Context: an optimization exercise on an open-source flow, tuned for small area. The choices shown serve that exercise and are no tape-out recipe. No functional check of the RTL was part of any run shown here. No activity file was given, so power comes from the tool's default toggle rates.

`design/flow/config.mk`:
```
export PLATFORM = sky130hd
export DESIGN_NAME = ufc_top
export DESIGN_NICKNAME = ufc_top
export VERILOG_FILES = /design/flow/design.v
export SDC_FILE = /design/flow/constraint.sdc
export NUM_CORES = 4
export LEC_CHECK = 0
export CAP_MARGIN = 20
export CORE_MARGIN = 2
export CORE_UTILIZATION = 65
export CTS_BUF_LIST = sky130_fd_sc_hd__clkbuf_8
export CTS_CLUSTER_DIAMETER = 40
export CTS_CLUSTER_SIZE = 20
export SLEW_MARGIN = 20
```
`design/flow/constraint.sdc`:
```
create_clock -name core_clock -period 10.0 [get_ports {clk}]
set_input_delay 2.0000 -clock core_clock [delete_from_list [all_inputs] [get_ports {clk}]]
set_output_delay 2.0000 -clock core_clock [all_outputs]
set_load 0.01 [all_outputs]
```
`design/flow/design.v`:
```
module uart_rx(
    input           rst_n,
    input           mosi,
    input           start_rx,
    input           clk,
    input           tick,
    output          ok,
    output[7:0]     data
);
reg[3:0] cnt,next_cnt;
reg      rx_ok,next_rx_ok;
reg[1:0] state,next_state;
reg[7:0] rx,next_rx;
assign ok   = rx_ok;
assign data = rx;
always@(posedge clk or negedge rst_n)begin
    if(!rst_n)begin
        state <= 0;
        cnt   <= 0;
        rx    <= 0;
        rx_ok <= 0;
    end
    else if(tick)begin
        state <= next_state;
        rx_ok <= next_rx_ok;
        cnt   <= next_cnt;
        rx    <= next_rx;
    end
end
parameter idle     = 0;
parameter rec_data = 1;
parameter done     = 2;
parameter wait_dmy = 3;
always@(*)begin
    next_state = state;
    next_rx_ok = rx_ok;
    next_rx    = rx;
    next_cnt   = cnt - |cnt;
    case(state)
        idle:begin
            next_rx_ok = 1'b0;
            if(start_rx&!mosi)begin
                next_state = rec_data;
                next_cnt   = 8;
            end
        end
        rec_data:begin
            if(|cnt)begin
                next_rx = {mosi,rx[7:1]};
            end
            else if(mosi)begin
                next_rx_ok = 1'b1;
                next_state = idle;
            end
            else begin 
                next_rx_ok = 1'b0;
                next_state = wait_dmy;
                next_cnt   = 8;
            end
        end
        wait_dmy:begin
            if(|cnt) next_state = idle;
        end        
    endcase
end
endmodule
module uart_tx(
    input      rst_n,
    input      clk,
    input      tick,
    input      start,
    input[7:0] data,
    output     miso,
    output reg ok
);
reg[3:0] tx_cnt,next_tx_cnt;
reg      state,next_state;
reg      tx,next_tx;
reg      next_ok;
reg[7:0] data_tmp,next_data_tmp;
assign miso = tx;
parameter idle      = 0;
parameter send_data = 1;
always@(posedge clk or negedge rst_n)begin
    if(!rst_n)begin
        state    <= idle; 
        tx_cnt   <= 0;
        tx       <= 1;
        data_tmp <= 0;
        ok       <= 1'b0;
    end
    else if(tick)begin
        state    <= next_state;
        tx_cnt   <= next_tx_cnt;
        tx       <= next_tx;
        data_tmp <= next_data_tmp;
        ok       <= next_ok;
    end
end
always@(*)begin
    next_state    = state;
    next_tx_cnt   = tx_cnt - |tx_cnt;
    next_tx       = tx;
    next_data_tmp = data_tmp;
    next_ok       = ok;
    case(state)
        idle:begin
            next_ok = 1'b0;
            if(start)begin
                next_state    = send_data;
                next_tx_cnt   = 8;
                next_tx       = 1'b0;
            end
        end
        send_data:begin
            if(|tx_cnt)begin
                next_tx    = data[8-tx_cnt];
            end
            else begin
                next_state = idle;
                next_ok    = 1'b1;
                next_tx    = 1'b1;
            end
        end
    endcase
end
endmodule
module baud_sel(
    input      clk,
    input      rst_n,
    output reg clk_bps,
    output     bps_tick, 
    input      mosi,
    input[2:0] mode
);
reg[3:0]  cnt;
reg[7:0]  rx;
reg       clk_bps_q;
wire[3:0]  cmp;
parameter bps9600=15;
assign cmp = mode==0 ? bps9600 : 0;
wire resync;
always@(posedge clk or negedge rst_n)begin
    if(!rst_n)begin
        cnt <= 0;
    end
    else if(resync)begin
        cnt <= 0;
    end
    else begin
        cnt <= cnt < cmp ? cnt + 1 : 0;
    end
end
always@(posedge clk or negedge rst_n)begin
    if(!rst_n)begin
        clk_bps <= 1'b0;
    end
    else if(resync)begin
        clk_bps <= 1'b0;
    end
    else begin
        clk_bps <= cnt==cmp ? ~clk_bps : clk_bps;
    end
end
always@(posedge clk or negedge rst_n)begin
    if(!rst_n)begin
        clk_bps_q <= 1'b0;
    end
    else begin
        clk_bps_q <= clk_bps;
    end
end
assign bps_tick = clk_bps & ~clk_bps_q & ~resync & ~(rx[0] & ~mosi);
always@(posedge clk or negedge rst_n)begin
    if(!rst_n)begin
        rx[7:0] <= 8'hff;     
    end
    else begin
        rx[7:0] <= {rx[6:0],mosi};
    end
end
assign resync = (|rx[7:1])&(~rx[0]); 
endmodule
module fifo(
    input           clk,
    input           wclk, 
    input           rclk, 
    input           rst_n,
    input[7:0]      mosi,
    output reg[7:0] miso,
    output          rdy
);
localparam RING  = 11;
localparam SLOTS = 47; 
reg[SLOTS*8-1:0] ring[0:RING-1];
reg[5:0] phase; 
always@(posedge clk)begin
    phase <= phase >= SLOTS-1 ? 6'd0 : phase + 6'd1;
end
reg[3:0] wr,rr;
reg[5:0] ws,rs;
reg      wclk_q,rclk_q;
wire     wen = wclk & ~wclk_q;
wire     ren = rclk & ~rclk_q;
always@(posedge clk or negedge rst_n)begin
    if(!rst_n)begin
        wclk_q <= 1'b0;
        rclk_q <= 1'b0;
    end
    else begin
        wclk_q <= wclk;
        rclk_q <= rclk;
    end
end
wire[3:0] wr_n = wr==RING-1 ? 4'd0 : wr + 4'd1;
wire[5:0] ws_n = wr!=RING-1 ? ws : ws==SLOTS-1 ? 6'd0 : ws + 6'd1;
wire[3:0] rr_n = rr==RING-1 ? 4'd0 : rr + 4'd1;
wire[5:0] rs_n = rr!=RING-1 ? rs : rs==SLOTS-1 ? 6'd0 : rs + 6'd1;
always@(posedge clk or negedge rst_n)begin
    if(!rst_n)begin
        wr <= 0;
        ws <= 0;
    end
    else if(wen)begin
        wr <= wr_n;
        ws <= ws_n;
    end
end
always@(posedge clk or negedge rst_n)begin
    if(!rst_n)begin
        rr <= 0;
        rs <= 0;
    end
    else if(ren)begin
        rr <= rr_n;
        rs <= rs_n;
    end
end
reg      pw;
reg[3:0] pwr;
reg[5:0] pws;
reg[7:0] pwd;
wire     commit = pw & (pws == phase);
always@(posedge clk)begin
    if(wen)begin
        pw  <= 1'b1;
        pwr <= wr;
        pws <= ws;
        pwd <= mosi;
    end
    else if(commit)begin
        pw  <= 1'b0;
    end
end
genvar g;
generate
    for(g=0;g<RING;g=g+1)begin:rings
        wire[7:0] tap = ring[g][SLOTS*8-1 -: 8];
        always@(posedge clk)begin
            ring[g] <= {ring[g][SLOTS*8-9:0], (commit & pwr==g) ? pwd : tap};
        end
    end
endgenerate
reg      pv;
reg[7:0] pre;
wire[7:0] tap_r = ring[rr][SLOTS*8-1 -: 8];
wire      fetch = ~pv & (rs == phase);
wire[7:0] fdata = (pw & pwr==rr & pws==rs) ? pwd : tap_r;
wire      w_at_r = ren ? (wr==rr_n & ws==rs_n) : (wr==rr & ws==rs);
always@(posedge clk or negedge rst_n)begin
    if(!rst_n)begin
        pv  <= 1'b0;
    end
    else if(wen & w_at_r)begin
        pv  <= 1'b1;
    end
    else if(ren)begin
        pv  <= 1'b0;
    end
    else if(fetch)begin
        pv  <= 1'b1;
    end
end
always@(posedge clk)begin
    if(wen & w_at_r)begin
        pre <= mosi;
    end
    else if(fetch)begin
        pre <= fdata;
    end
end
always@(posedge clk or negedge rst_n)begin
    if(!rst_n)begin
        miso <= 8'h00;
    end
    else if(ren)begin
        miso <= pre;
    end
end
assign rdy = wr==rr & ws==rs; 
endmodule
module fifo_top(
    input       clk,       
    input       rst_n,     
    input       mosi,      
    output      miso,      
    input       en_fifo,   
    output      clk_bps,   
    output      bps_tick,  
    output      rok,       
    output      wok,       
    input[2:0]  mode,      
    input[7:0]  mosi_data, 
    input[7:0]  miso_data, 
    output[7:0] miso_fifo,
    output[7:0] miso_rx,
    output      fifo_rdy,
    input       start_tx,
    input       start_rx,
    input       wclk,
    input       rclk
);
wire[7:0] miso_tx;
wire[7:0] mosi_fifo;
assign mosi_fifo = en_fifo ? mosi_data : miso_rx;
assign miso_tx   = en_fifo ? miso_data : miso_fifo;
baud_sel baud_sel(
     .clk    (clk    )
    ,.rst_n  (rst_n  )
    ,.clk_bps(clk_bps)
    ,.bps_tick(bps_tick)
    ,.mosi   (mosi   )
    ,.mode   (mode   )
);
uart_rx uart_rx(
     .clk      (clk       )
    ,.tick     (bps_tick  )
    ,.rst_n    (rst_n     )
    ,.mosi     (mosi      )
    ,.ok       (rok       )
    ,.data     (miso_rx   )
    ,.start_rx (start_rx  )
);
fifo fifo(
     .clk  (clk       )
    ,.wclk (wclk      )
    ,.rclk (rclk      )
    ,.rst_n(rst_n     )
    ,.mosi (mosi_fifo )
    ,.miso (miso_fifo )
    ,.rdy  (fifo_rdy  )
);
uart_tx uart_tx(
     .rst_n(rst_n          )
    ,.clk  (clk            )
    ,.tick (bps_tick       )
    ,.start(start_tx       )
    ,.data (miso_tx        )
    ,.miso (miso           )
    ,.ok   (wok            )
);
endmodule
module fifo_control(
    input       clk,   
    input       rst_n,
    input       mosi,
    output      miso,
    output[7:0] miso_rx,
    input[7:0]  cmd,
    output      fifo_done,
    output      fifo_busy,
    output      rok,
    output      clk_bps,
    output      bps_tick,
    input[15:0] rx_cnt,
    input       fe_done,
    output reg  sd_init,
    input       init_ok,
    output reg  sd_ren,
    output reg  sd_wen,
    input       sd_read_ok,
    input       sd_write_ok,
    input[7:0]  mosi_data,
    input       mosi_wclk,
    input       mosi_rclk,
    input       en_fc,
    output reg  set_fifo,
    output[7:0] miso_fifo,
    output      fifo_rdy
);
wire wok;
reg[2:0] state,next_state;
parameter idle       = 0,
          send_rx    = 1,
          send_tx    = 2,
          done       = 3,
          initial_sd = 4,
          sd_read    = 5,
          sd_write   = 6;
reg        start_rx,next_start_rx;
reg        start_tx,next_start_tx;
reg        en_fifo,next_en_fifo;
reg[15:0]  cnt,next_cnt;
reg        rclk,next_rclk;
reg        wclk,next_wclk;
reg        req,next_req;
reg        next_sd_init;
reg        next_sd_ren;
reg        next_sd_wen;
reg       fe_done_sync,fe_done_sync1;
always@(posedge clk or negedge rst_n)begin
    if(!rst_n)begin
        fe_done_sync  <= 1'b0;
        fe_done_sync1 <= 1'b0;
    end
    else begin
        fe_done_sync  <= fe_done;
        fe_done_sync1 <= fe_done_sync;
    end
end
reg next_set_fifo;
wire fifo_fe_done;
assign fifo_fe_done = fe_done_sync1&!fe_done_sync;
always@(posedge clk or negedge rst_n)begin
    if(!rst_n)begin
        state    <= idle;
        start_rx <= 1'b0;
        start_tx <= 1'b0;
        en_fifo  <= 1'b0;
        cnt      <= 0;
        req      <= 1'b0;
        wclk     <= 1'b0;
        rclk     <= 1'b0;
        sd_init  <= 1'b0;
        sd_ren   <= 1'b0;
        sd_wen   <= 1'b0;
        set_fifo <= 1'b0;
    end
    else begin
        state    <= next_state;
        start_rx <= next_start_rx;
        start_tx <= next_start_tx;
        en_fifo  <= next_en_fifo;
        cnt      <= next_cnt;
        req      <= next_req;
        wclk     <= next_wclk;
        rclk     <= next_rclk;
        sd_init  <= next_sd_init;
        sd_ren   <= next_sd_ren;
        sd_wen   <= next_sd_wen;
        set_fifo <= next_set_fifo;
    end
end
reg en;
always@(*)begin
    next_state    = state;
    next_start_rx = start_rx;
    next_start_tx = start_tx;
    next_en_fifo  = en_fifo;
    next_cnt      = cnt;
    next_req      = req;
    next_wclk     = wclk;
    next_rclk     = rclk;
    en            = 1'b0;
    next_sd_init  = sd_init;
    next_sd_ren   = sd_ren;
    next_sd_wen   = sd_wen;
    next_set_fifo = set_fifo;
    case(state)
        idle:begin
            next_start_rx = 1'b1;
            if(en_fc)begin
                if(cmd==8'h01)begin
                    next_state    = send_rx;
                    next_cnt      = rx_cnt;
                    next_set_fifo = 1'b0;
                end
                else if(cmd==8'h02)begin
                    next_state    = initial_sd;
                    next_cnt      = rx_cnt;
                end
                else if(cmd==8'h03)begin
                    next_state    = sd_read;
                    next_sd_ren   = 1'b1;
                end
                else if(cmd==8'h04)begin
                    next_state  = sd_write;
                    next_sd_wen = 1'b1;
                end
                else if(cmd==8'h06)begin
                    next_set_fifo = 1'b1;
                    next_state    = send_rx;
                    next_cnt      = rx_cnt;
                end
            end
        end
        send_rx:begin
            next_req      = rok;
            en            = !req&rok;
            next_cnt      = en ? cnt - |cnt : cnt;
            if(en&(|cnt))begin
                next_wclk = 1'b1;
            end
            else if(rok&(~|cnt))begin
                if(set_fifo)begin
                    next_state     = done;
                end
                else begin
                    next_state    = send_tx;
                    next_rclk     = 1'b1;
                end
                next_wclk     = 1'b0;
                next_start_tx = 1'b1;
            end
            else begin
                next_wclk = 1'b0;
            end
        end
        send_tx:begin
            next_req = wok;
            en       = !req&wok;
            if(fifo_rdy&en)begin
                next_rclk  = 1'b0;
                next_state = done;
            end
            else if(en)begin
                next_rclk = 1'b1;
            end
            else begin
                next_rclk = 1'b0;
            end
        end
        initial_sd:begin
            next_req = rok;
            en       = !req&rok;
            next_cnt = en ? cnt - |cnt : cnt;
            if(|cnt)begin
            end
            else if(init_ok)begin
                next_state   = done;
                next_sd_init = 1'b0;
            end
            else begin
                next_sd_init  = 1'b1;
            end
        end
        sd_read:begin
            next_wclk    = mosi_wclk;
            next_en_fifo = 1'b1;
            if(sd_read_ok)begin
                next_en_fifo = 1'b0;
                next_state   = send_tx;
                next_sd_ren  = 1'b0;
                next_rclk    = 1'b1;
                next_start_tx = 1'b1;
            end
        end
        sd_write:begin
            next_rclk     = mosi_rclk;
            if(sd_write_ok)begin
                next_state  = done;
                next_sd_wen = 1'b0;
            end
            else if(set_fifo)begin
            end
        end
        done:begin
            next_start_tx = 1'b0;
            if(fifo_fe_done)begin
                next_state   = idle;
            end
        end
    endcase
end
assign fifo_done =  state == done;
assign fifo_busy = !(state==idle);
fifo_top fifo_top(
     .clk       (clk       )
    ,.rst_n     (rst_n     )
    ,.mosi      (mosi      )
    ,.miso      (miso      )
    ,.en_fifo   (en_fifo   )
    ,.mode      (3'd0      ) 
    ,.mosi_data (mosi_data )
    ,.miso_data (8'd0      ) 
    ,.start_tx  (start_tx  )
    ,.start_rx  (start_rx  )
    ,.miso_rx   (miso_rx   )
    ,.fifo_rdy  (fifo_rdy  )
    ,.rok       (rok       )
    ,.wok       (wok       )
    ,.clk_bps   (clk_bps   )
    ,.bps_tick  (bps_tick  )
    ,.wclk      (wclk      )
    ,.rclk      (rclk      )
    ,.miso_fifo (miso_fifo )
);
endmodule
module FELOGIC(
    input             clk,
    input             tick,
    input             rst_n,
    input             rok,
    input             fifo_done,
    input[7:0]        mosi,
    output reg[7:0]   cmd,
    output reg[15:0]  rx_cnt,
    output            fe_done,
    input             fifo_busy,
    output reg[31:0]  sec,
    output reg        en_fc
);
    reg[6:0] rx_flag;
    reg      busy,busy_sync,busy_sync1;
    reg      cmd_05;
    always@(posedge clk or negedge rst_n)begin
        if(!rst_n)begin
            busy       <= 1'b0;
            busy_sync  <= 1'b0;
            busy_sync1 <= 1'b0;
        end
        else if(tick)begin
            busy       <= fifo_done;
            busy_sync  <= busy;
            busy_sync1 <= busy_sync;
        end
    end
    always@(posedge clk or negedge rst_n)begin
        if(!rst_n)begin
            en_fc <= 1'b0;
        end
        else if(tick&rok&rx_flag[2])begin
            en_fc <= 1'b1;
        end
        else if(tick&rx_flag[0])begin
            en_fc <= 1'b0;
        end
    end
    assign fe_done = !busy_sync1&busy_sync;
    always@(posedge clk or negedge rst_n)begin
        if(!rst_n)begin
            rx_cnt <= 0;
        end
        else if(tick&rok&(|rx_flag[1:0]))begin
            rx_cnt <= {rx_cnt[7:0],mosi};
        end
    end
    always@(posedge clk or negedge rst_n)begin
        if(!rst_n)begin
            rx_flag <= 1;
        end
        else if(tick&fifo_done)begin
            rx_flag <= 1;
        end
        else if(tick&rok&rx_flag[2]&mosi==8'h03)begin
            rx_flag <= 1'b1;
        end
        else if(tick&rok&cmd_05&rx_flag[6])begin
            rx_flag <= 1'b1;
        end
        else if(tick&rok)begin
            rx_flag <= rx_flag << 1;
        end
    end
    always@(posedge clk or negedge rst_n)begin
        if(!rst_n)begin
            cmd <= 0;
        end
        else if(tick&rok&rx_flag[2])begin
            cmd <= mosi;
        end
    end
    always@(posedge clk or negedge rst_n)begin
        if(!rst_n)begin
            cmd_05 <= 1'b0;
        end
        else if(tick&rok&rx_flag[2]&mosi==8'h05)begin
            cmd_05 <= 1'b1;
        end
        else if(tick&rok&rx_flag[0])begin
            cmd_05 <= 0;
        end
    end
    always@(posedge clk or negedge rst_n)begin
        if(!rst_n)begin
            sec <= 0;
        end
        else if(tick&cmd_05&rok)begin
            sec <= |rx_flag[6:3] ? {sec[23:0],mosi} : sec;
        end
    end
endmodule
module sd_initial(
    input           rst_n,
    input           clk,
    output reg      sd_ck,
    input           sd_miso,
    output reg      sd_mosi,
    output reg      sd_csn,
    input           sd_init, 
    output reg      init_ok,
    input           sd_ren,
    input           sd_wen,
    input           fifo_busy,
    output reg      wclk,
    output reg      rclk,
    output[7:0]     miso_data,
    output reg      rd_ok,
    output reg      wr_ok,
    input[31:0]     sec,
    input           set_fifo,
    input[7:0]      mosi_data,
    input           fifo_rdy
);
wire[47:0] write_single_cmd;
wire[47:0] read_single_cmd;
assign read_single_cmd  = {8'h51,8'h0,8'h0,8'h0,8'h0,8'hff}|(sec<<8);
assign write_single_cmd = {8'h58,8'h0,8'h0,8'h0,8'h0,8'hff}|(sec<<8);
reg[2:0] cnt_clk;
reg      fifo_empty,next_fifo_empty;
always@(posedge clk or negedge rst_n)begin
    if(!rst_n)begin
        cnt_clk <= 0;
    end
    else begin
        cnt_clk <= cnt_clk==5 ? 0 :cnt_clk + 1;
    end
end
always@(posedge clk or negedge rst_n)begin
    if(!rst_n)begin
        sd_ck <= 1'b0;
    end
    else begin
        sd_ck <= cnt_clk==5 ? ~sd_ck : sd_ck;
    end
end
reg      en; 
reg      rx_valid;
reg[47:0]rx;
reg[3:0] state,next_state;
reg      next_init_ok;
reg      next_sd_mosi;
reg      next_sd_csn;
reg[5:0] tx_cnt,next_tx_cnt;
reg[47:0]sh; 
reg      ld_cmd,ld_byte;
reg[47:0]cmd_val;
reg[6:0] byte_val;
reg[9:0] cnt,next_cnt;
reg[1:0] req,next_req;
reg[2:0] rx_cnt,next_rx_cnt;
reg      next_wclk;
reg      next_rclk;
reg      next_rd_ok;
reg      next_wr_ok;
reg      sd_ck_q;
wire     sd_rise = sd_ck & ~sd_ck_q; 
wire     sd_fall = ~sd_ck & sd_ck_q; 
always@(posedge clk or negedge rst_n)begin
    if(!rst_n)begin
        sd_ck_q <= 1'b0;
    end
    else begin
        sd_ck_q <= sd_ck;
    end
end
always@(posedge clk or negedge rst_n)begin
    if(!rst_n)begin
        rx <= 48'hff_ff_ff_ff_ff_ff;
    end
    else if(!sd_rise)begin
    end
    else if(!sd_mosi)begin
        rx <= 48'hff_ff_ff_ff_ff_ff;
    end
    else begin
        rx <= {rx[46:0],sd_miso};
    end
end
always@(posedge clk or negedge rst_n)begin
    if(!rst_n)begin
        state     <= 0;
        init_ok   <= 1'b0;
        sd_mosi   <= 1'b1;
        sd_csn    <= 1'b1;
        tx_cnt    <= 0;
        rx_cnt    <= 0;
        cnt       <= 0;
        req       <= 0;
        wclk      <= 0;
        rclk      <= 0;
        rd_ok     <= 0;
        wr_ok     <= 0;
        fifo_empty <= 1'b0;
    end
    else if(sd_fall)begin
        state     <= next_state;
        init_ok   <= next_init_ok;
        sd_mosi   <= next_sd_mosi;
        sd_csn    <= next_sd_csn;
        tx_cnt    <= next_tx_cnt;
        rx_cnt    <= next_rx_cnt;
        cnt       <= next_cnt;
        req       <= next_req;
        wclk      <= next_wclk;
        rclk      <= next_rclk;
        rd_ok     <= next_rd_ok;
        wr_ok     <= next_wr_ok;
        fifo_empty <= next_fifo_empty;
    end
end
always@(posedge clk)begin
    if(sd_fall)begin
        if(ld_cmd)begin
            sh <= cmd_val;
        end
        else begin
            sh <= {sh[46:0],1'b0};
            if(ld_byte) sh[47:41] <= byte_val;
        end
    end
end
assign miso_data = rx[7:0];
always@(*)begin
    next_state     = state;
    next_tx_cnt    = tx_cnt - |tx_cnt;
    next_rx_cnt    = rx_cnt - |rx_cnt;
    next_init_ok   = init_ok;
    next_sd_mosi   = sd_mosi;
    next_sd_csn    = sd_csn;
    ld_cmd         = 1'b0;
    ld_byte        = 1'b0;
    cmd_val        = 48'd0;
    byte_val       = 7'd0;
    next_cnt       = cnt; 
    next_req       = req;
    next_wclk      = wclk;
    next_rclk      = rclk;
    next_rd_ok     = rd_ok;
    next_wr_ok     = wr_ok;
    next_fifo_empty = fifo_empty;
    case(state)
        0:begin
            next_sd_csn     = 1'b1;
            next_sd_mosi    = 1'b1;
            next_init_ok    = init_ok;
            if(!init_ok&sd_init)begin
                next_cnt       = 1023;
                next_state     = 1;
            end
            else if(init_ok&sd_ren)begin 
                next_state     = 5;
                next_sd_mosi   = read_single_cmd>>47;
                ld_cmd         = 1'b1;
                cmd_val        = {read_single_cmd[46:0],1'b0};
                next_tx_cnt    = 47;
                next_sd_csn    = 1'b0;
            end
            else if(init_ok&sd_wen)begin
                next_state     = 6;
                next_sd_mosi   = write_single_cmd>>47;
                ld_cmd         = 1'b1;
                cmd_val        = {write_single_cmd[46:0],1'b0};
                next_tx_cnt    = 47;
                next_sd_csn    = 1'b0;
            end
        end
        1:begin
            next_cnt       = cnt  - |cnt;
            if(|cnt)begin
                next_state = 1;
            end
            else begin
                next_sd_csn = 1'b1;
                next_state  = 8;
                ld_cmd         = 1'b1;
                cmd_val        = {8'h40,8'h00,8'h00,8'h00,8'h00,8'h95};
                next_tx_cnt = 48;
            end
        end
        8:begin 
            if(|tx_cnt)begin
                next_sd_csn  = 1'b0;
                next_sd_mosi = sh[47];
            end
            else if(rx[47:40]==8'h01)begin
                next_state   = 2;
                next_sd_mosi = {8'h48,8'h00,8'h00,8'h01,8'haa,8'h87}>>47;
                ld_cmd         = 1'b1;
                cmd_val        = {8'h48,8'h00,8'h00,8'h01,8'haa,8'h87}<<1;
                next_tx_cnt  = 47;
            end
            else begin
                next_sd_mosi = 1'b1;
            end
        end
        2:begin
            if(|tx_cnt)begin
                next_sd_mosi = sh[47];
            end
            else if(rx[47:40]==8'h01)begin
                next_state   = 3;
                next_sd_mosi = {8'h77,8'h00,8'h00,8'h00,8'h00,8'hff}>>47;
                ld_cmd         = 1'b1;
                cmd_val        = {8'h77,8'h00,8'h00,8'h00,8'h00,8'hff}<<1;
                next_tx_cnt  = 47;
            end
            else begin
                next_sd_mosi = 1'b1;
            end
        end
        3:begin
            if(|tx_cnt)begin
                next_sd_mosi = sh[47];
            end
            else if(rx[47:40]==8'h01)begin
                next_state   = 4;
                next_sd_mosi = {8'h69,8'h40,8'h00,8'h00,8'h00,8'hff}>>47;
                ld_cmd         = 1'b1;
                cmd_val        = {8'h69,8'h40,8'h00,8'h00,8'h00,8'hff}<<1;
                next_tx_cnt  = 47;
            end
            else begin
                next_sd_mosi = 1'b1;
            end
        end
        4:begin
            if(|tx_cnt)begin
                next_sd_mosi = sh[47];
            end
            else if(rx[47:40]==8'h00)begin
                next_state   = 8'ha;
                next_init_ok = 1'b1;
                next_sd_csn  = 1'b1;
                next_sd_mosi = 1'b1;
            end
            else if(rx[47:40]==8'h01)begin
                next_state   = 3;
                next_sd_mosi = {8'h77,8'h00,8'h00,8'h00,8'h00,8'hff}>>47;
                ld_cmd         = 1'b1;
                cmd_val        = {8'h77,8'h00,8'h00,8'h00,8'h00,8'hff}<<1;
                next_tx_cnt  = 47;
            end
            else begin
                next_sd_mosi = 1'b1;
            end
        end
        5:begin
            if(|tx_cnt)begin
                next_sd_mosi = sh[47];
            end
            else if(rx[47:40]==8'h0)begin
                 next_state = 7;
            end
            else begin
                next_sd_mosi = 1'b1;
            end
        end
        6:begin
            if(|tx_cnt)begin
                next_sd_mosi = sh[47];
            end
            else if(rx[47:40]==8'h0)begin
                 next_state      = 9;
                 next_sd_mosi    = 1'b1;
                 ld_byte        = 1'b1;
                 byte_val       = 7'h7e;
                 next_tx_cnt     = 7;
                 next_rclk       = fifo_rdy ? 1'b0 : 1'b1;
                 next_fifo_empty = fifo_rdy;
            end
            else begin
                next_sd_mosi = 1'b1;
            end
        end
        9:begin
            next_rclk = 1'b0;
            if(req==1'b0)begin 
                if(|tx_cnt)begin
                    next_sd_mosi = sh[47];
                end
                else begin
                    next_fifo_empty = fifo_rdy;
                    next_sd_mosi    = fifo_empty ? 0  : mosi_data >>7;
                    ld_byte        = 1'b1;
                    byte_val       = fifo_empty ? 7'd0 : mosi_data[6:0];
                    next_tx_cnt     = 7;
                    next_req        = 1;
                    next_cnt        = 511;
                    next_rclk       = fifo_rdy ? 1'b0 : 1'b1;
                end
            end
            else if(req==1)begin 
                if(|tx_cnt)begin
                    next_sd_mosi = sh[47];
                end
                else if(|cnt)begin
                    next_fifo_empty = fifo_rdy;
                    next_sd_mosi    = fifo_empty ? 0  : mosi_data >>7;
                    ld_byte        = 1'b1;
                    byte_val       = fifo_empty ? 7'd0 : mosi_data[6:0];
                    next_tx_cnt     = 7;
                    next_cnt        = cnt - |cnt;
                    next_rclk       = fifo_rdy ? 1'b0 : 1'b1;
                end
                else begin
                    next_sd_mosi = 8'hff;
                    ld_byte        = 1'b1;
                    byte_val       = 7'h7f;
                    next_tx_cnt  = 7;
                    next_req     = 2;
                    next_cnt     = 1;
                end
            end
            else if(req==2)begin 
                if(|tx_cnt)begin
                    next_sd_mosi = sh[47];
                end
                else if(|cnt)begin
                    next_sd_mosi = 8'hff>>7;
                    ld_byte        = 1'b1;
                    byte_val       = 7'h7f;
                    next_tx_cnt  = 7;
                    next_cnt     = cnt - |cnt;
                end
                else begin
                    next_state  = 8'hc;
                    next_req    = 1'b0;
                    next_sd_csn = 1'b1;
                    next_wr_ok  = 1'b1;
                end
            end
        end
        7:begin
            if(req==1'b0&rx[7:0]==8'hfe)begin
                next_req    = 1'b1;
                next_rx_cnt = 7;
                next_cnt    = 512+2; 
            end
            else if(req==1'b1)begin
                next_cnt       =|rx_cnt ? cnt : cnt - 1;
                next_rx_cnt    = (|cnt)&rx_cnt==0 ? 7 :rx_cnt - |rx_cnt;
                next_wclk      = rx_cnt == 0;
                next_req       = cnt==0&rx_cnt==0 ? 2'b10 : req;
                if(cnt==0&rx_cnt==0)begin
                    next_req    = 2'b10;
                    next_sd_csn = 1'b1;
                    next_cnt    = 7;
                end
            end
            else if(req==2'b10)begin
                next_wclk  = 1'b0;
                next_state = 8'hb;
                next_rd_ok = 1'b1;
                next_req   = 0;
            end
        end
        8'ha:begin
            if(fifo_busy)begin
                next_state = 0;
            end
        end
        8'hb:begin
            if(fifo_busy)begin
                next_state = 0;
                next_rd_ok = 1'b0;
            end
        end
        8'hc:begin
            if(fifo_busy)begin
                next_state = 0;
                next_wr_ok = 1'b0;
            end
        end
    endcase
end
endmodule
module ufc_top(
    input  clk,
    input  rst_n,
    input  mosi,
    output miso,
    output sd_ck,
    output sd_mosi,
    output sd_csn,
    input  sd_miso
);
wire[7:0]  mosi_rx;
wire[7:0]  cmd;
wire[15:0] rx_cnt;
wire[7:0]  mosi_data;
wire[31:0] sec;
wire[7:0]  miso_fifo;
wire       fifo_done,rok,clk_bps,bps_tick,sd_init,init_ok,fifo_busy,fe_done;
wire       sd_ren,sd_wen,rd_ok,wr_ok,wclk,rclk,en_fc,set_fifo,fifo_rdy;
fifo_control fifo_control(
     .clk        (clk         )
    ,.rst_n      (rst_n       )
    ,.mosi       (mosi        )
    ,.miso       (miso        )
    ,.miso_rx    (mosi_rx     )
    ,.cmd        (cmd         )
    ,.fifo_done  (fifo_done   )
    ,.rok        (rok         )
    ,.clk_bps    (clk_bps     )
    ,.bps_tick   (bps_tick    )
    ,.rx_cnt     (rx_cnt      )
    ,.sd_init    (sd_init     )
    ,.init_ok    (init_ok     )
    ,.fifo_busy  (fifo_busy   )
    ,.fe_done    (fe_done     )
    ,.sd_ren     (sd_ren      )
    ,.sd_wen     (sd_wen      )
    ,.sd_read_ok (rd_ok       )
    ,.sd_write_ok(wr_ok       )
    ,.mosi_data  (mosi_data   )
    ,.mosi_wclk  (wclk        )
    ,.mosi_rclk  (rclk        )
    ,.en_fc      (en_fc       )
    ,.set_fifo   (set_fifo    )
    ,.miso_fifo  (miso_fifo   )
    ,.fifo_rdy   (fifo_rdy    )
);
FELOGIC FELOGIC(
     .rst_n     (rst_n     )
    ,.rok       (rok       )
    ,.mosi      (mosi_rx   )
    ,.clk       (clk       )
    ,.tick      (bps_tick  )
    ,.cmd       (cmd       )
    ,.rx_cnt    (rx_cnt    )
    ,.fe_done   (fe_done   )
    ,.fifo_done (fifo_done )
    ,.fifo_busy (fifo_busy )
    ,.sec       (sec       )
    ,.en_fc     (en_fc     )
);
sd_initial sd_initial(
     .rst_n     (rst_n     )
    ,.clk       (clk       )
    ,.sd_ck     (sd_ck     )
    ,.sd_miso   (sd_miso   )
    ,.sd_mosi   (sd_mosi   )
    ,.sd_init   (sd_init   )
    ,.init_ok   (init_ok   )
    ,.sd_csn    (sd_csn    )
    ,.fifo_busy (fifo_busy )
    ,.sd_ren    (sd_ren    )
    ,.sd_wen    (sd_wen    )
    ,.wclk      (wclk      )
    ,.rclk      (rclk      )
    ,.miso_data (mosi_data )
    ,.rd_ok     (rd_ok     )
    ,.wr_ok     (wr_ok     )
    ,.sec       (sec       )
    ,.set_fifo  (set_fifo  )
    ,.mosi_data (miso_fifo )
    ,.fifo_rdy  (fifo_rdy  )
);
endmodule
```
`design/flow/run.sh`:
```
#!/bin/bash
# synth_recipe.tcl (not shown) runs the flow's synth.tcl, then flattens the netlist and writes it again
# the make line also repeats each setting of config.mk as NAME=value (left out here)
make -C /OpenROAD-flow-scripts/flow DESIGN_CONFIG=/design/flow/config.mk WORK_HOME=/design/flow/orfs CLKGATE_MAP_FILE= SYNTH_SCRIPT=/design/flow/synth_recipe.tcl finish
```
==> summary.txt, run 1 <==
Final GP Congestion -> 0.841
CTS Hold Buffers Added -> 0
Avg WL per Cell -> 16.8 um
Hold Path Depth -> 0
Crit path required time -> 8.00 ns
outcome -> no timing/DRC/antenna violations
sequential area share after synthesis -> 89.8%
mapped cell area -> 102,000 um2
top-count cell post-synth -> dfxtp_1
clock root cell -> clkbuf_8
Area Growth Syn to Fin -> 10.3%
DIE AREA -> 160,000 um2
min-delay src -> fifo_control.fifo_top.fifo.ring[0][321]
global route total overflow -> 0
combinational group share of total power -> 0.1%
vias in the first global route -> 41,000
largest net degree at the start of global routing -> 146
Seq pwr share -> 62.7%
Hold EP -> fifo_control.fifo_top.fifo.ring[0][329]
Post-CTS Repair Setup Buffers -> 0
Routed Antenna Nets -> 0
Reg2Reg Launch Point -> fifo_control.fifo_top.fifo.rr[3]
pwr dens -> 253 nW/um2
NetSw -> 6.14 mW
Max FO, Critical Path -> 50
layout cells sized above 1 -> 13.5%
setup slack after layout -> 5.53 ns
1st-pass router iterations -> 5
Vias -> 41,100
Final period util -> 44.7%
Worst R2R Setup Slack -> 6.30 ns
Synth Flop Type -> dfxtp_1
cells on worst reg2reg path -> 6
worst min path class -> register to register
DP Worst Slack -> 5.14 ns
VDD IR max -> 0.266 mV
Nets -> 6,425
post-CTS resize count -> 0
maxcap violations -> 0
Skew-Pair Late Insertion Delay -> 1.04 ns
die width -> 400 um
Initial DRC Count -> 2,363
initial antenna violation count -> 12
synthesized flop and latch total -> 4,469
routed wire length -> 146 mm
P_int -> 22.3 mW
Worst setup EP type -> output pin
Avg Cell Area, Syn -> 16.7 um2
Async S/R FF share, synth -> 5.64%
crit start category -> register
Max clock buf depth -> 4
post-synth top area share -> 81.4%
CP Cell Sequence -> buf_4 > clkdlybuf4s50_1
# IOs -> 8
CP max stage delay -> 0.62 ns
Worst Skew -> 0.111 ns
Num CTS Buffers -> 373
minimum clock period -> 4.47 ns
DP HPWL -> 85.5 mm
YS warnings -> 8
reg2reg end -> fifo_control.fifo_top.fifo.pre[4]
Max Freq -> 224 MHz
Std-Cell Rows -> 145
CP Class -> register to output pin
syn nets -> 6,146
Syn Inst Count -> 6,114
RSZ-0062 raised after global routing -> no
starting density of the core -> 65.3%
leading area contributor after synthesis -> dfxtp_1
final hold violation count -> 0
setup TNS -> 0 ns
Rel. slew slack -> 26.9%
global-route wire length before repair -> 228 mm
Setup violations, final -> 0
gr usage total -> 18.5%
count of clock tree sinks -> 4,469
PortBufs -> 7
core area -> 156,000 um2
top cells by count, synth -> dfxtp_1 (4,143), nand2_1 (217), dfrtp_1 (192)
CTS tree -> done
Slew Viols, Final -> 0
number of synthesized flops with an enable pin -> 74
Clock power frac -> 37.1%
DRC viols -> 0
CP max-delay cell -> clkdlybuf4s50_1
crit path DAT -> 2.47 ns
Worst-Margin Slew -> 1.09 ns
Lkg Pwr -> 45.8 nW
synth top area cells -> dfxtp_1 (81%), dfrtp_1 (4.7%), edfxtp_1 (2.2%)
Synth cell types -> 92
sw frac -> 21.6%
Die Ht -> 400 um
H-tree levels -> 5
clock transition at the registers of the reported paths -> 0.11 ns
Via density -> 4.71
[logic make-up after synthesis]
logic type	after synthesis	synth area share [%]
multiplexers	190	2.10
adder cells (fa/ha/maj)	28	0.344
flip-flops	4469	89.8
AO/OA/AOI/OAI	541	3.38
buffers and inverters	188	0.742
XOR/XNOR	57	0.490
AND/OR/NAND/NOR	641	3.09
[critical path: cells and delay by family, from the launching register on]
family / cells / cell delay [ns]
buffers and inverters: 2 / 0.96
DFF: 1 / 0.52
[power by group through the flow]
stage	sequential [mW]	combinational, mW	clock [mW]
finish	17.9	0.0314	10.6
floorplan	18.3	0.00874	0
detailed placement	18.3	0.0335	0
CTS	17.9	0.0336	10.9
global route	17.9	0.0369	11.6
global placement	18.3	0.0328	0
[state kept, by name, indices dropped and copies added, names as in the netlist, 6 cells and up]
register / cells
fifo_control.fifo_top.fifo.ws: 6
FELOGIC.rx_cnt: 16
sd_initial.tx_cnt: 6
fifo_control.fifo_top.fifo.rs: 6
fifo_control.fifo_top.fifo.pre: 8
FELOGIC.sec: 32
fifo_control.fifo_top.uart_rx.rx: 8
fifo_control.fifo_top.fifo.pwd: 8
FELOGIC.cmd: 8
fifo_control.fifo_top.fifo.miso: 8
sd_initial.cnt: 10
fifo_control.fifo_top.fifo.pws: 6
fifo_control.fifo_top.fifo.phase: 6
sd_initial.rx: 48
sd_initial.sh: 48
fifo_control.fifo_top.baud_sel.rx: 8
fifo_control.fifo_top.fifo.ring: 4136
fifo_control.cnt: 16
FELOGIC.rx_flag: 7
[worst max path at each step]
stage / startpoint / endpoint / slack, ns / cells past startpoint
floorplan: mosi / FELOGIC.rx_cnt[10] / 6.22 / 6
global placement: mosi / FELOGIC.rx_flag[3] / 5.17 / 8
detailed placement: mosi / FELOGIC.rx_flag[3] / 5.14 / 8
CTS: sd_initial.sd_mosi / sd_mosi / 5.38 / 2
global route: sd_initial.sd_mosi / sd_mosi / 5.38 / 2
finish: sd_initial.sd_mosi / sd_mosi / 5.53 / 2
[metal layers]
layer	routed length [um]	part of all wire [%]	GRT usage, %
met1	73100	50	27.1
met5	0	0	0
met2	62300	43	27.0
met3	5330	3.6	3.51
met4	5580	3.8	8.26
[placed cells by master (no fill, tap or decap), types with 48 or more instances in the layout]
cell / instances
nor2_1: 120
dfrtp_1: 192
clkbuf_8: 394
mux2_2: 165
inv_1: 75
dfstp_2: 60
a21oi_1: 121
o21ai_0: 168
dfxtp_1: 4143
nand3_1: 48
edfxtp_1: 74
inv_6: 61
nand2_1: 217
nor2b_1: 71
[layout make-up]
cell class	instances	area [um2]
timing repair buffer	37	313
antenna	13	32.5
sequential	4469	91500
fill	9532	43700
inverter	55	206
clock inverter	245	2680
clock buffer	394	5420
tap	2058	2570
multi-input combinational	1457	9600
[metrics by stage]
| stage | util [%] | power [mW] | hold slack (ns) | instances | area (um2) |
|---|---|---|---|---|---|
| floorplan | - | 18.3 | 0.310 | 6114 | 102000 |
| global placement | 66.8 | 18.3 | 0.310 | 8076 | 104000 |
| detailed placement | 66.8 | 18.3 | 0.312 | 8076 | 104000 |
| CTS | 72.0 | 28.8 | 0.254 | 8715 | 112000 |
| global route | 72.0 | 29.5 | 0.252 | 8717 | 112000 |
| finish | 72.0 | 28.5 | 0.253 | 8728 | 112000 |
==> run 2: changes to the inputs <==
--- a/design/flow/config.mk
+++ b/design/flow/config.mk
@@ -8,7 +8,7 @@
 export CAP_MARGIN = 20
 export CORE_MARGIN = 2
 export CORE_UTILIZATION = 65
-export CTS_BUF_LIST = sky130_fd_sc_hd__clkbuf_8
-export CTS_CLUSTER_DIAMETER = 40
-export CTS_CLUSTER_SIZE = 20
+export CTS_BUF_LIST = sky130_fd_sc_hd__clkbuf_16
+export CTS_CLUSTER_DIAMETER = 50
+export CTS_CLUSTER_SIZE = 30
 export SLEW_MARGIN = 20
==> run 2 against run 1 <==
Against the previous run:
- cell count fell by 3.4%
- clock skew shrank 0.056 ns
- utilization fell by 0.75 points
- largest power group unchanged
- sequential power hardly changed
- flip-flop and latch count did not move
- clock power decreased by 6%
- still clean
- fmax is 3.5% higher
- synthesized cell count did not move
- via count decreased by 2.0%
==> summary.txt, run 2 <==
outcome -> no timing/DRC/antenna violations
CP max stage delay -> 0.62 ns
global route total overflow -> 0
top cells by count, synth -> dfxtp_1 (4,143), nand2_1 (217), dfrtp_1 (192)
VDD IR max -> 0.214 mV
worst path buffer plus inverter count -> 2
starting density of the core -> 65.3%
post-synthesis mux area share -> 2.10%
Avg WL per Cell -> 18.2 um
layout cells sized above 1 -> 9.57%
Synth cell types -> 92
DRC viols -> 0
YS warnings -> 8
leading area contributor after synthesis -> dfxtp_1
initial antenna violation count -> 9
setup TNS -> 0 ns
Slew Viols, Final -> 0
maxcap violations -> 0
Routed Antenna Nets -> 0
Synth Area in Compound Gates -> 3.38%
number of synthesized flops with an enable pin -> 74
global-route wire length before repair -> 237 mm
main combinational cell family by area after synthesis -> compound AO/OA/AOI/OAI gates
Max Freq -> 232 MHz
commonest non-fill, non-tap cell in the layout -> dfxtp_1
met1 Use GR -> 28.4%
die width -> 400 um
post-CTS resize count -> 0
minimum clock period -> 4.32 ns
largest net degree at the start of global routing -> 146
gr usage total -> 19.4%
Num CTS Buffers -> 206
total power draw -> 27.8 mW
Largest delay share family, worst path -> buffers and inverters
Worst setup EP type -> output pin
synth top area cells -> dfxtp_1 (81%), dfrtp_1 (4.7%), edfxtp_1 (2.2%)
worst min path class -> register to register
clock transition at the registers of the reported paths -> 0.10 ns
Nets -> 6,258
PortBufs -> 7
Std-Cell Rows -> 145
Syn Inst Count -> 6,114
final hold violation count -> 0
Worst-Margin Slew -> 1.05 ns
# IOs -> 8
1st-pass router iterations -> 7
Layout fillers -> 9,434
Max clock buf depth -> 3
Final period util -> 43.2%
Rel. slew slack -> 29.4%
DP HPWL -> 85.5 mm
max FFs per register -> 4,136
top-count cell post-synth -> dfxtp_1
Die Ht -> 400 um
CP Cell Sequence -> buf_4 > clkdlybuf4s50_1
DP Area -> 104,000 um2
CTS tree -> done
crit path DAT -> 2.32 ns
Synth Flop Type -> dfxtp_1
H-tree levels -> 4
Initial DRC Count -> 2,464
Non-Filler Instances -> 8,434
largest registers -> fifo_control.fifo_top.fifo.ring (4136), sd_initial.rx (48), sd_initial.sh (48)
largest register by flop count -> fifo_control.fifo_top.fifo.ring
synthesized flop and latch total -> 4,469
Post-CTS Repair Setup Buffers -> 0
Via density -> 4.78
Vias -> 40,300
DIE AREA -> 160,000 um2
Area Growth Syn to Fin -> 9.14%
placed cells -> 8,076
sequential area share after synthesis -> 89.8%
M2 GR Usage -> 29.8%
Async S/R FF share, synth -> 5.64%
met3 Use GR -> 2.97%
count of clock tree sinks -> 4,469
vias in the first global route -> 41,100
Crit path required time -> 8.00 ns
core area -> 156,000 um2
CP max-delay cell -> clkdlybuf4s50_1
most frequent cells in the layout -> dfxtp_1 (4,143), nand2_1 (217), clkbuf_16 (211), dfrtp_1 (192), o21ai_0 (168)
clock root cell -> clkbuf_16
Final GP Congestion -> 0.841
syn nets -> 6,146
mapped cell area -> 102,000 um2
routed wire length -> 153 mm
RSZ-0062 raised after global routing -> no
crit start category -> register
adder-cell share of the synthesized area -> 0.344%
Most Used Layer, Global Route -> met2
CTS Hold Buffers Added -> 0
Simple-Gate Fraction of Synth Area -> 3.09%
Avg Cell Area, Syn -> 16.7 um2
pwr dens -> 250 nW/um2
Setup violations, final -> 0
Skew-Pair Late Insertion Delay -> 0.85 ns
CP Class -> register to output pin
Lkg Pwr -> 45.0 nW
Worst Skew -> 0.0556 ns
Max FO, Critical Path -> 50
design area -> 111,000 um2
post-synth top area share -> 81.4%
XOR/XNOR Fraction of Synth Area -> 0.490%
run 2: worst reg2reg max path: stages, from the launching register on:
cell and delay [ns]:
dfrtp_1 0.42, inv_1 0.16, ha_1 0.26, nor3b_1 0.55, and3_1 0.60, inv_2 0.30, ha_1 0.29, ha_1 0.26
or3b_2 0.21, a31oi_1 0.05, a31o_2 0.27, a21oi_1 0.16, o31ai_1 0.08
run 2: report_power, final:
group | internal (mW) | switching, mW | total, mW
Combinational | 0.00594 | 0.0252 | 0.0311
Clock | 4.38 | 5.56 | 9.95
Sequential | 17.8 | 0.00586 | 17.9
Total | 22.2 | 5.59 | 27.8
run 2: worst paths after layout:
path / startpoint / endpoint / slack, ns / depth (start not counted)
max reg2reg: sd_initial.cnt[0] / sd_initial.cnt[6] / 6.28 / 12
max: sd_initial.sd_mosi / sd_mosi / 5.68 / 2
min: fifo_control.fifo_top.fifo.ring[3][14] / fifo_control.fifo_top.fifo.ring[3][22] / 0.29 / 0
min reg2reg: fifo_control.fifo_top.fifo.ring[3][14] / fifo_control.fifo_top.fifo.ring[3][22] / 0.29 / 0
min in group asynchronous: rst_n / fifo_control.fifo_top.baud_sel.cnt[2] / 1.21 / 1
max in group asynchronous: rst_n / fifo_control.fifo_top.fifo.rs[1] / 7.48 / 2
run 2: final cells by class:
cell class / count / area [um2] / area share [%]
clock inverter: 135 / 1660 / 1.49
sequential: 4469 / 91500 / 82.3
tap: 2058 / 2570 / 2.32
multi-input combinational: 1457 / 9600 / 8.63
antenna: 12 / 30.0 / 0.0270
clock buffer: 211 / 5280 / 4.75
timing repair buffer: 37 / 313 / 0.281
inverter: 55 / 206 / 0.186
run 2: cell families (layout without fill, tap and decap cells):
logic type | Yosys count | after routing
XOR/XNOR | 57 | 57
multiplexers | 190 | 190
buffers and inverters | 188 | 438
AO/OA/AOI/OAI | 541 | 541
other | 0 | 12
flip-flops | 4469 | 4469
adder cells (fa/ha/maj) | 28 | 28
AND/OR/NAND/NOR | 641 | 641
run 2: routing by layer:
metal / wire, um / up-vias / part of all wire, %
met5: 0 / - / 0
met4: 4800 / 0 / 3.1
met3: 4950 / 277 / 3.2
li1: - / 20100 / -
met1: 75400 / 19400 / 49
met2: 68100 / 555 / 44
run 2: metrics by stage:
| step | utilization (%) | hold WS [ns] | worst slack, ns |
|---|---|---|---|
| floorplan | - | 0.310 | 6.22 |
| global placement | 66.8 | 0.310 | 5.17 |
| detailed placement | 66.8 | 0.312 | 5.14 |
| CTS | 71.3 | 0.291 | 5.60 |
| global route | 71.3 | 0.291 | 5.58 |
| finish | 71.3 | 0.295 | 5.68 |
==> run 3: changes to the inputs <==
--- a/design/flow/design.v
+++ b/design/flow/design.v
@@ -134,7 +134,7 @@
     input[2:0] mode
 );
 reg[3:0]  cnt;
-reg[7:0]  rx;
+reg[3:0]  zr; 
 reg       clk_bps_q;
 wire[3:0]  cmp;
 parameter bps9600=15;
@@ -170,16 +170,16 @@
         clk_bps_q <= clk_bps;
     end
 end
-assign bps_tick = clk_bps & ~clk_bps_q & ~resync & ~(rx[0] & ~mosi);
+assign bps_tick = clk_bps & ~clk_bps_q & ~resync & ~(zr==0 & ~mosi);
 always@(posedge clk or negedge rst_n)begin
     if(!rst_n)begin
-        rx[7:0] <= 8'hff;     
+        zr <= 0;
     end
     else begin
-        rx[7:0] <= {rx[6:0],mosi};
+        zr <= mosi ? 4'd0 : zr[3] ? zr : zr + 4'd1;
     end
 end
-assign resync = (|rx[7:1])&(~rx[0]); 
+assign resync = zr!=0 & ~zr[3]; 
 endmodule
 module fifo(
     input           clk,
@@ -366,7 +366,7 @@
     input       mosi,
     output      miso,
     output[7:0] miso_rx,
-    input[7:0]  cmd,
+    input[2:0]  cmd,
     output      fifo_done,
     output      fifo_busy,
     output      rok,
@@ -470,24 +470,24 @@
         idle:begin
             next_start_rx = 1'b1;
             if(en_fc)begin
-                if(cmd==8'h01)begin
+                if(cmd==3'd1)begin
                     next_state    = send_rx;
                     next_cnt      = rx_cnt;
                     next_set_fifo = 1'b0;
                 end
-                else if(cmd==8'h02)begin
+                else if(cmd==3'd2)begin
                     next_state    = initial_sd;
                     next_cnt      = rx_cnt;
                 end
-                else if(cmd==8'h03)begin
+                else if(cmd==3'd3)begin
                     next_state    = sd_read;
                     next_sd_ren   = 1'b1;
                 end
-                else if(cmd==8'h04)begin
+                else if(cmd==3'd4)begin
                     next_state  = sd_write;
                     next_sd_wen = 1'b1;
                 end
-                else if(cmd==8'h06)begin
+                else if(cmd==3'd6)begin
                     next_set_fifo = 1'b1;
                     next_state    = send_rx;
                     next_cnt      = rx_cnt;
@@ -603,7 +603,7 @@
     input             rok,
     input             fifo_done,
     input[7:0]        mosi,
-    output reg[7:0]   cmd,
+    output reg[2:0]   cmd, 
     output reg[15:0]  rx_cnt,
     output            fe_done,
     input             fifo_busy,
@@ -667,7 +667,7 @@
             cmd <= 0;
         end
         else if(tick&rok&rx_flag[2])begin
-            cmd <= mosi;
+            cmd <= |mosi[7:3] ? 3'd0 : mosi[2:0];
         end
     end
     always@(posedge clk or negedge rst_n)begin
@@ -753,17 +753,8 @@
 reg      next_rclk;
 reg      next_rd_ok;
 reg      next_wr_ok;
-reg      sd_ck_q;
-wire     sd_rise = sd_ck & ~sd_ck_q; 
-wire     sd_fall = ~sd_ck & sd_ck_q; 
-always@(posedge clk or negedge rst_n)begin
-    if(!rst_n)begin
-        sd_ck_q <= 1'b0;
-    end
-    else begin
-        sd_ck_q <= sd_ck;
-    end
-end
+wire     sd_rise = sd_ck & cnt_clk==0; 
+wire     sd_fall = ~sd_ck & cnt_clk==0; 
 always@(posedge clk or negedge rst_n)begin
     if(!rst_n)begin
         rx <= 48'hff_ff_ff_ff_ff_ff;
@@ -1086,7 +1077,7 @@
     input  sd_miso
 );
 wire[7:0]  mosi_rx;
-wire[7:0]  cmd;
+wire[2:0]  cmd;
 wire[15:0] rx_cnt;
 wire[7:0]  mosi_data;
 wire[31:0] sec;
==> design/flow/flow/run.sh (new file) <==
#!/bin/bash
# The standard layout, with clock tree settings of our own: larger leaf clusters and no
# dummy loads. Each tool's output goes to a log file here; ORFS keeps its own logs under orfs/logs.
set -euo pipefail
export CTS_ARGS="-sink_clustering_enable -repair_clock_nets -dont_use_dummy_load -buf_list sky130_fd_sc_hd__clkbuf_16 -sink_clustering_size 30 -sink_clustering_max_diameter 50"
bash standard.sh > standard_sh.log 2>&1
==> design/flow/standard.sh (new file) <==
#!/bin/bash
# synth_recipe.tcl (not shown) runs the flow's synth.tcl, then flattens the netlist and writes it again
# the make line also repeats each setting of config.mk as NAME=value (left out here)
make -C /OpenROAD-flow-scripts/flow DESIGN_CONFIG=/design/flow/config.mk WORK_HOME=/design/flow/orfs CLKGATE_MAP_FILE= SYNTH_SCRIPT=/design/flow/synth_recipe.tcl "${@:-finish}"
--- a/design/flow/config.mk
+++ b/design/flow/config.mk
@@ -8,7 +8,4 @@
 export CAP_MARGIN = 20
 export CORE_MARGIN = 2
 export CORE_UTILIZATION = 65
-export CTS_BUF_LIST = sky130_fd_sc_hd__clkbuf_16
-export CTS_CLUSTER_DIAMETER = 50
-export CTS_CLUSTER_SIZE = 30
 export SLEW_MARGIN = 20
removed: design/flow/run.sh
==> run 3 against run 2 <==
Against the previous run:
- clock power down 15%
- power fell by 5.4%
- register-to-register slack improved by 0.10 ns
- clock skew is 0.063 ns higher
- synthesized cell count rose by 0.72%
- sequential power about the same
- critical endpoint is now FELOGIC.sec[30]
- largest cell class unchanged
- largest power group unchanged
==> summary.txt, run 3 <==
post-CTS resize count -> 0
Worst Skew -> 0.119 ns
Crit path required time -> 10.65 ns
Worst setup EP type -> register
synthesized flop and latch total -> 4,459
Nets -> 6,283
Avg Cell Area, Syn -> 16.6 um2
# IOs -> 8
RSZ-0062 raised after global routing -> no
DP HPWL -> 85.6 mm
CP Class -> input pin to register
die width -> 400 um
leading area contributor after synthesis -> dfxtp_1
worst setup path start -> mosi
global-route wire length before repair -> 222 mm
Num CTS Buffers -> 203
CTS Hold Buffers Added -> 0
starting density of the core -> 65.3%
top-count cell post-synth -> dfxtp_1
core area -> 156,000 um2
Reg2Reg Launch Point -> sd_initial.req[1]
Synth cell types -> 97
1st-pass router iterations -> 7
initial antenna violation count -> 10
Via density -> 4.82
pwr dens -> 241 nW/um2
Hold Path Depth -> 0
crit path capture -> FELOGIC.sec[30]
worst min path class -> register to register
total power draw -> 26.3 mW
crit start category -> input pin
top cells by count, synth -> dfxtp_1 (4,143), o21ai_0 (225), dfrtp_1 (190)
largest net degree at the start of global routing -> 100
Skew-Pair Late Insertion Delay -> 0.85 ns
largest register by flop count -> fifo_control.fifo_top.fifo.ring
Synth Flop Type -> dfxtp_1
minimum clock period -> 4.01 ns
outcome -> no timing/DRC/antenna violations
Avg WL per Cell -> 17.3 um
Slew Viols, Final -> 0
Post-CTS Repair Setup Buffers -> 0
largest registers -> fifo_control.fifo_top.fifo.ring (4136), sd_initial.rx (48), sd_initial.sh (48)
max FFs per register -> 4,136
Area Growth Syn to Fin -> 7.21%
Async S/R FF share, synth -> 5.43%
final hold violation count -> 0
most frequent cells in the layout -> dfxtp_1 (4,143), o21ai_0 (224), clkbuf_16 (203), dfrtp_1 (190), nand2_1 (169)
Worst R2R Setup Slack -> 6.38 ns
VDD IR max -> 0.187 mV
clock transition at the registers of the reported paths -> 0.10 ns
Syn Inst Count -> 6,158
Max clock buf depth -> 3
CTS tree -> done
gr usage total -> 18.1%
reg2reg end -> sd_initial.cnt[8]
Max Freq -> 250 MHz
crit path DAT -> 4.66 ns
Worst-Margin Slew -> 0.979 ns
number of synthesized flops with an enable pin -> 74
count of clock tree sinks -> 4,459
setup TNS -> 0 ns
Routed Antenna Nets -> 0
Std-Cell Rows -> 145
global route total overflow -> 0
Layout fillers -> 9,937
Final GP Congestion -> 0.833
Vias -> 40,100
sequential area share after synthesis -> 89.5%
Die Ht -> 400 um
mapped cell area -> 102,000 um2
H-tree levels -> 4
DIE AREA -> 160,000 um2
clock root cell -> clkbuf_16
commonest non-fill, non-tap cell in the layout -> dfxtp_1
Lkg Pwr -> 43.6 nW
cells on worst reg2reg path -> 10
layout cells sized above 1 -> 7.59%
vias in the first global route -> 39,100
Max FO, Critical Path -> 33
Rel. slew slack -> 34.4%
PortBufs -> 7
syn nets -> 6,192
DRC viols -> 0
Final period util -> 40.1%
post-synth top area share -> 81.3%
synth top area cells -> dfxtp_1 (81%), dfrtp_1 (4.7%), edfxtp_1 (2.2%)
Initial DRC Count -> 2,440
YS warnings -> 8
routed wire length -> 144 mm
Setup violations, final -> 0
maxcap violations -> 0
## run 3: routing by layer
metal | part of all wire, % | global-route usage, %
met1 | 50 | 27.1
met5 | 0 | 0
met2 | 43 | 26.9
met4 | 3.3 | 6.41
met3 | 3.5 | 3.01
## run 3: where the power goes
part | switching, mW | total, mW | internal [mW]
logic | 0.0287 | 0.0382 | 0.00951
registers | 0.00661 | 17.8 | 17.8
clock network | 4.86 | 8.47 | 3.61
total | 4.89 | 26.3 | 21.4
## run 3: cells by family after synthesis
family | after synthesis | share of synthesized area (%)
and+or+nand+nor | 552 | 2.74
buffers and inverters | 253 | 0.999
muxes | 181 | 2.00
AOI/OAI and AO/OA | 625 | 3.86
adders and majority gates | 30 | 0.368
xor gates and xnor gates | 58 | 0.498
DFF | 4459 | 89.5
## run 3: through the flow
| step | hold WS (ns) | instance area (um2) | utilization, % | setup WS, ns | std cells |
|---|---|---|---|---|---|
| final | 0.273 | 109000 | 70.1 | 5.99 | 8311 |
| after global placement | 0.309 | 104000 | 66.8 | 5.19 | 8101 |
| after floorplan | 0.310 | 102000 | - | 6.26 | 6158 |
| after detailed placement | 0.312 | 104000 | 66.8 | 5.17 | 8101 |
| after CTS | 0.279 | 109000 | 70.0 | 6.00 | 8304 |
| after global routing | 0.281 | 109000 | 70.0 | 5.80 | 8305 |
## run 3: final cells by class
| type | count | area [um2] | area share [%] |
|---|---|---|---|
| diodes | 6 | 15.0 | 0.0137 |
| multi-input cells | 1446 | 9690 | 8.86 |
| repair buffers | 33 | 268 | 0.245 |
| well taps | 2058 | 2570 | 2.36 |
| flip-flops and latches | 4459 | 91300 | 83.5 |
| clock buffers | 203 | 5080 | 4.65 |
| inverters | 106 | 403 | 0.369 |
## run 3: worst min path at each step
stage               slack (ns)                                       to                               startpoint
floorplan                 0.31  fifo_control.fifo_top.fifo.ring[0][100]   fifo_control.fifo_top.fifo.ring[0][92]
global placement          0.31  fifo_control.fifo_top.fifo.ring[6][215]  fifo_control.fifo_top.fifo.ring[6][207]
detailed placement        0.31   fifo_control.fifo_top.fifo.ring[3][14]    fifo_control.fifo_top.fifo.ring[3][6]
CTS                       0.28   fifo_control.fifo_top.fifo.ring[5][42]   fifo_control.fifo_top.fifo.ring[5][34]
global route              0.28   fifo_control.fifo_top.fifo.ring[5][42]   fifo_control.fifo_top.fifo.ring[5][34]
finish                    0.27   fifo_control.fifo_top.fifo.ring[5][42]   fifo_control.fifo_top.fifo.ring[5][34]
## run 3: critical path, cell delays in order
cell	delay, ns
clkdlybuf4s50_1	0.67
a21oi_1	0.17
nor3b_2	0.21
and2_1	0.33
nand3_2	0.71
mux2_2	0.54
==> run 4: changes to the inputs <==
--- a/design/flow/design.v
+++ b/design/flow/design.v
@@ -190,15 +190,16 @@
     output reg[7:0] miso,
     output          rdy
 );
-localparam RING  = 11;
-localparam SLOTS = 47; 
+localparam RING  = 6;
+localparam SLOTS = 86; 
 reg[SLOTS*8-1:0] ring[0:RING-1];
-reg[5:0] phase; 
+reg[7:0]         last; 
+reg[6:0] phase; 
 always@(posedge clk)begin
-    phase <= phase >= SLOTS-1 ? 6'd0 : phase + 6'd1;
+    phase <= phase >= SLOTS-1 ? 7'd0 : phase + 7'd1;
 end
-reg[3:0] wr,rr;
-reg[5:0] ws,rs;
+reg[2:0] wr,rr;
+reg[6:0] ws,rs;
 reg      wclk_q,rclk_q;
 wire     wen = wclk & ~wclk_q;
 wire     ren = rclk & ~rclk_q;
@@ -212,10 +213,10 @@
         rclk_q <= rclk;
     end
 end
-wire[3:0] wr_n = wr==RING-1 ? 4'd0 : wr + 4'd1;
-wire[5:0] ws_n = wr!=RING-1 ? ws : ws==SLOTS-1 ? 6'd0 : ws + 6'd1;
-wire[3:0] rr_n = rr==RING-1 ? 4'd0 : rr + 4'd1;
-wire[5:0] rs_n = rr!=RING-1 ? rs : rs==SLOTS-1 ? 6'd0 : rs + 6'd1;
+wire[2:0] wr_n = wr==RING ? 3'd0 : wr!=RING-1 ? wr + 3'd1 : ws==SLOTS-1 ? RING : 3'd0;
+wire[6:0] ws_n = wr==RING ? 7'd0 : wr!=RING-1 ? ws : ws==SLOTS-1 ? 7'd0 : ws + 7'd1;
+wire[2:0] rr_n = rr==RING ? 3'd0 : rr!=RING-1 ? rr + 3'd1 : rs==SLOTS-1 ? RING : 3'd0;
+wire[6:0] rs_n = rr==RING ? 7'd0 : rr!=RING-1 ? rs : rs==SLOTS-1 ? 7'd0 : rs + 7'd1;
 always@(posedge clk or negedge rst_n)begin
     if(!rst_n)begin
         wr <= 0;
@@ -237,10 +238,10 @@
     end
 end
 reg      pw;
-reg[3:0] pwr;
-reg[5:0] pws;
+reg[2:0] pwr;
+reg[6:0] pws;
 reg[7:0] pwd;
-wire     commit = pw & (pws == phase);
+wire     commit = pw & (pwr==RING | pws==phase);
 always@(posedge clk)begin
     if(wen)begin
         pw  <= 1'b1;
@@ -261,10 +262,15 @@
         end
     end
 endgenerate
+always@(posedge clk)begin
+    if(commit & pwr==RING)begin
+        last <= pwd;
+    end
+end
 reg      pv;
 reg[7:0] pre;
-wire[7:0] tap_r = ring[rr][SLOTS*8-1 -: 8];
-wire      fetch = ~pv & (rs == phase);
+wire[7:0] tap_r = rr==RING ? last : ring[rr][SLOTS*8-1 -: 8];
+wire      fetch = ~pv & (rr==RING | rs==phase);
 wire[7:0] fdata = (pw & pwr==rr & pws==rs) ? pwd : tap_r;
 wire      w_at_r = ren ? (wr==rr_n & ws==rs_n) : (wr==rr & ws==rs);
 always@(posedge clk or negedge rst_n)begin
==> design/flow/flow/run.sh (replaced) <==
#!/bin/bash
# The standard layout, with clock tree settings of our own: larger leaf clusters and no
# dummy loads. Each tool's output goes to a log file here; ORFS keeps its own logs under orfs/logs.
set -euo pipefail
export CTS_ARGS="-sink_clustering_enable -repair_clock_nets -dont_use_dummy_load -buf_list sky130_fd_sc_hd__clkbuf_16 -sink_clustering_size 34 -sink_clustering_max_diameter 45"
bash standard.sh > standard_sh.log 2>&1
==> run 4 against run 3 <==
Against the previous run:
- register-to-register slack worse by 0.40 ns
- clock power is 19% higher
- count of clock-buffer cells in the layout is 74 higher
- die area is 0.97% lower
- sequential share of layout area is 0.61 points lower
- clock skew is 0.031 ns lower
- via count is 1.2% lower
- synthesized cell count is 2.2% lower
- setup slack worse by 0.22 ns
- flip-flop and latch count is 1 higher
- cell count is 0.65% lower
==> summary.txt, run 4 <==
Initial DRC Count -> 2,313
CP max-delay cell -> nand3_2
adder-cell share of the synthesized area -> 0.471%
post-synthesis mux area share -> 1.52%
Vias -> 39,600
leading area contributor after synthesis -> dfxtp_1
Skew-Pair Late Insertion Delay -> 0.88 ns
most frequent cells in the layout -> dfxtp_1 (4,136), clkbuf_16 (277), o21ai_0 (209), dfrtp_1 (190), nand2_1 (168)
layout cells sized above 1 -> 8.18%
CP max stage delay -> 0.73 ns
worst min path class -> register to register
sw frac -> 18.5%
Setup violations, final -> 0
CTS Hold Buffers Added -> 0
crit start category -> input pin
Std-Cell Rows -> 144
Worst R2R Setup Slack -> 5.98 ns
pwr dens -> 253 nW/um2
metal3 WL -> 4.43 mm
1st-pass router iterations -> 5
placed cells -> 7,978
minimum clock period -> 4.23 ns
P_int -> 22.7 mW
gr usage total -> 17.4%
Nets -> 6,255
largest registers -> fifo_control.fifo_top.fifo.ring (4128), sd_initial.rx (48), sd_initial.sh (48)
CP Class -> input pin to register
VDD IR max -> 0.193 mV
core area -> 154,000 um2
Post-CTS Repair Setup Buffers -> 0
# IOs -> 8
Seq pwr share -> 63.8%
Reg2Reg Launch Point -> sd_initial.cnt_clk[0]
min-delay src -> fifo_control.fifo_top.fifo.ring[2][581]
synthesized flop and latch total -> 4,460
RSZ-0062 raised after global routing -> no
die width -> 398 um
Async S/R FF share, synth -> 5.43%
sequential area share after synthesis -> 90.5%
maxcap violations -> 0
commonest non-fill, non-tap cell in the layout -> dfxtp_1
Max Freq -> 236 MHz
syn nets -> 6,063
post-CTS resize count -> 0
CP Cell Sequence -> clkdlybuf4s50_1 > a21oi_1 > nor3b_1 > buf_4 > and2_1 > nand3_2 > mux2_2
starting density of the core -> 65.5%
number of synthesized flops with an enable pin -> 82
combinational group share of total power -> 0.1%
crit path DAT -> 4.93 ns
Crit path required time -> 10.70 ns
outcome -> no timing/DRC/antenna violations
CTS tree -> done
Hold Path Depth -> 0
setup slack after layout -> 5.77 ns
global-route wire length before repair -> 220 mm
Synth Area in Compound Gates -> 3.44%
vias in the first global route -> 40,100
Max FO, Critical Path -> 33
Hold EP -> fifo_control.fifo_top.fifo.ring[2][589]
Avg WL per Cell -> 16.4 um
Area Growth Syn to Fin -> 9.19%
Final period util -> 42.3%
DP HPWL -> 70.9 mm
global route total overflow -> 0
clock transition at the registers of the reported paths -> 0.11 ns
mapped cell area -> 101,000 um2
DP Worst Slack -> 4.94 ns
XOR/XNOR Fraction of Synth Area -> 0.547%
Avg Cell Area, Syn -> 16.8 um2
top layer reached by signal wires -> met4
top cells by count, synth -> dfxtp_1 (4,136), o21ai_0 (211), dfrtp_1 (190)
==> run 4: changes by cell type after synthesis, sizes merged, moves of 14 or more <==
| cell | delta |
|---|---|
| nor2 | +15 |
| buf | -18 |
| mux2 | -36 |
| nor2b | -16 |
| clkbuf | -14 |
| o21ai | -24 |
==> run 4: worst reg2reg max path: stages, from the launching register on <==
cell and delay [ns]:
dfrtp_1 0.42, or4_1 0.89, inv_2 0.12, buf_4 0.64, nand4_1 0.82, or3_1 0.65, o21ai_0 0.22, o31ai_1 0.10
==> run 4: how the worst max path moves through the flow <==
| stage | to | depth (start not counted) | slack [ns] |
|---|---|---|---|
| 3_3_place_gp | FELOGIC.sec[20] | 7 | 4.94 |
| 6_report | FELOGIC.sec[30] | 7 | 5.77 |
| 4_1_cts | sd_csn | 1 | 5.77 |
| 5_1_grt | FELOGIC.sec[31] | 7 | 5.61 |
| 3_5_place_dp | FELOGIC.sec[18] | 7 | 4.94 |
| 2_1_floorplan | FELOGIC.sec[10] | 8 | 6.20 |
==> run 4: power by group through the flow <==
stage | sequential [mW] | clock [mW] | combinational, mW
3_3_place_gp | 18.2 | 0 | 0.0379
6_report | 17.8 | 10.1 | 0.0372
4_1_cts | 17.8 | 10.4 | 0.0394
2_1_floorplan | 18.2 | 0 | 0.0131
3_5_place_dp | 18.2 | 0 | 0.0389
5_1_grt | 17.8 | 11.0 | 0.0441
==> run 4: metrics by stage <==
step / hold slack, ns / cell area (um2) / power [mW]
floorplan: 0.310 / 101000 / 18.2
global placement: 0.310 / 103000 / 18.3
detailed placement: 0.312 / 103000 / 18.3
CTS: 0.251 / 110000 / 28.2
global route: 0.250 / 110000 / 28.8
finish: 0.253 / 110000 / 27.9
==> run 4: cell families after synthesis <==
group,Yosys count
AND/OR/NAND/NOR,544
flip-flops,4460
XOR/XNOR,63
AO/OA/AOI/OAI,557
buffers and inverters,224
multiplexers,135
adder cells (fa/ha/maj),38
==> run 4: metal layers <==
| layer | GRT usage [%] | vias up |
|---|---|---|
| li1 | - | 19700 |
| met1 | 26.6 | 19100 |
| met2 | 25.3 | 568 |
| met3 | 2.90 | 313 |
| met4 | 6.19 | 0 |
| met5 | 0 | - |
==> run 4: final cells by class <==
class / count / area, um2
clock buffers: 277 / 6930
fillers: 9678 / 44000
repair buffers: 28 / 236
well taps: 2044 / 2560
multi-input cells: 1337 / 8710
inverters: 109 / 409
flip-flops and latches: 4460 / 91400
diodes: 2 / 5.00

Re-timed with assumed drivers on the ports (clkbuf_16 on the clock, buf_2 on other inputs), run 4 has 5.732 ns of setup slack against 5.769 ns with ideal ports, and 4.886 ns once port delays also move by the mid clock arrival of 0.924 ns.
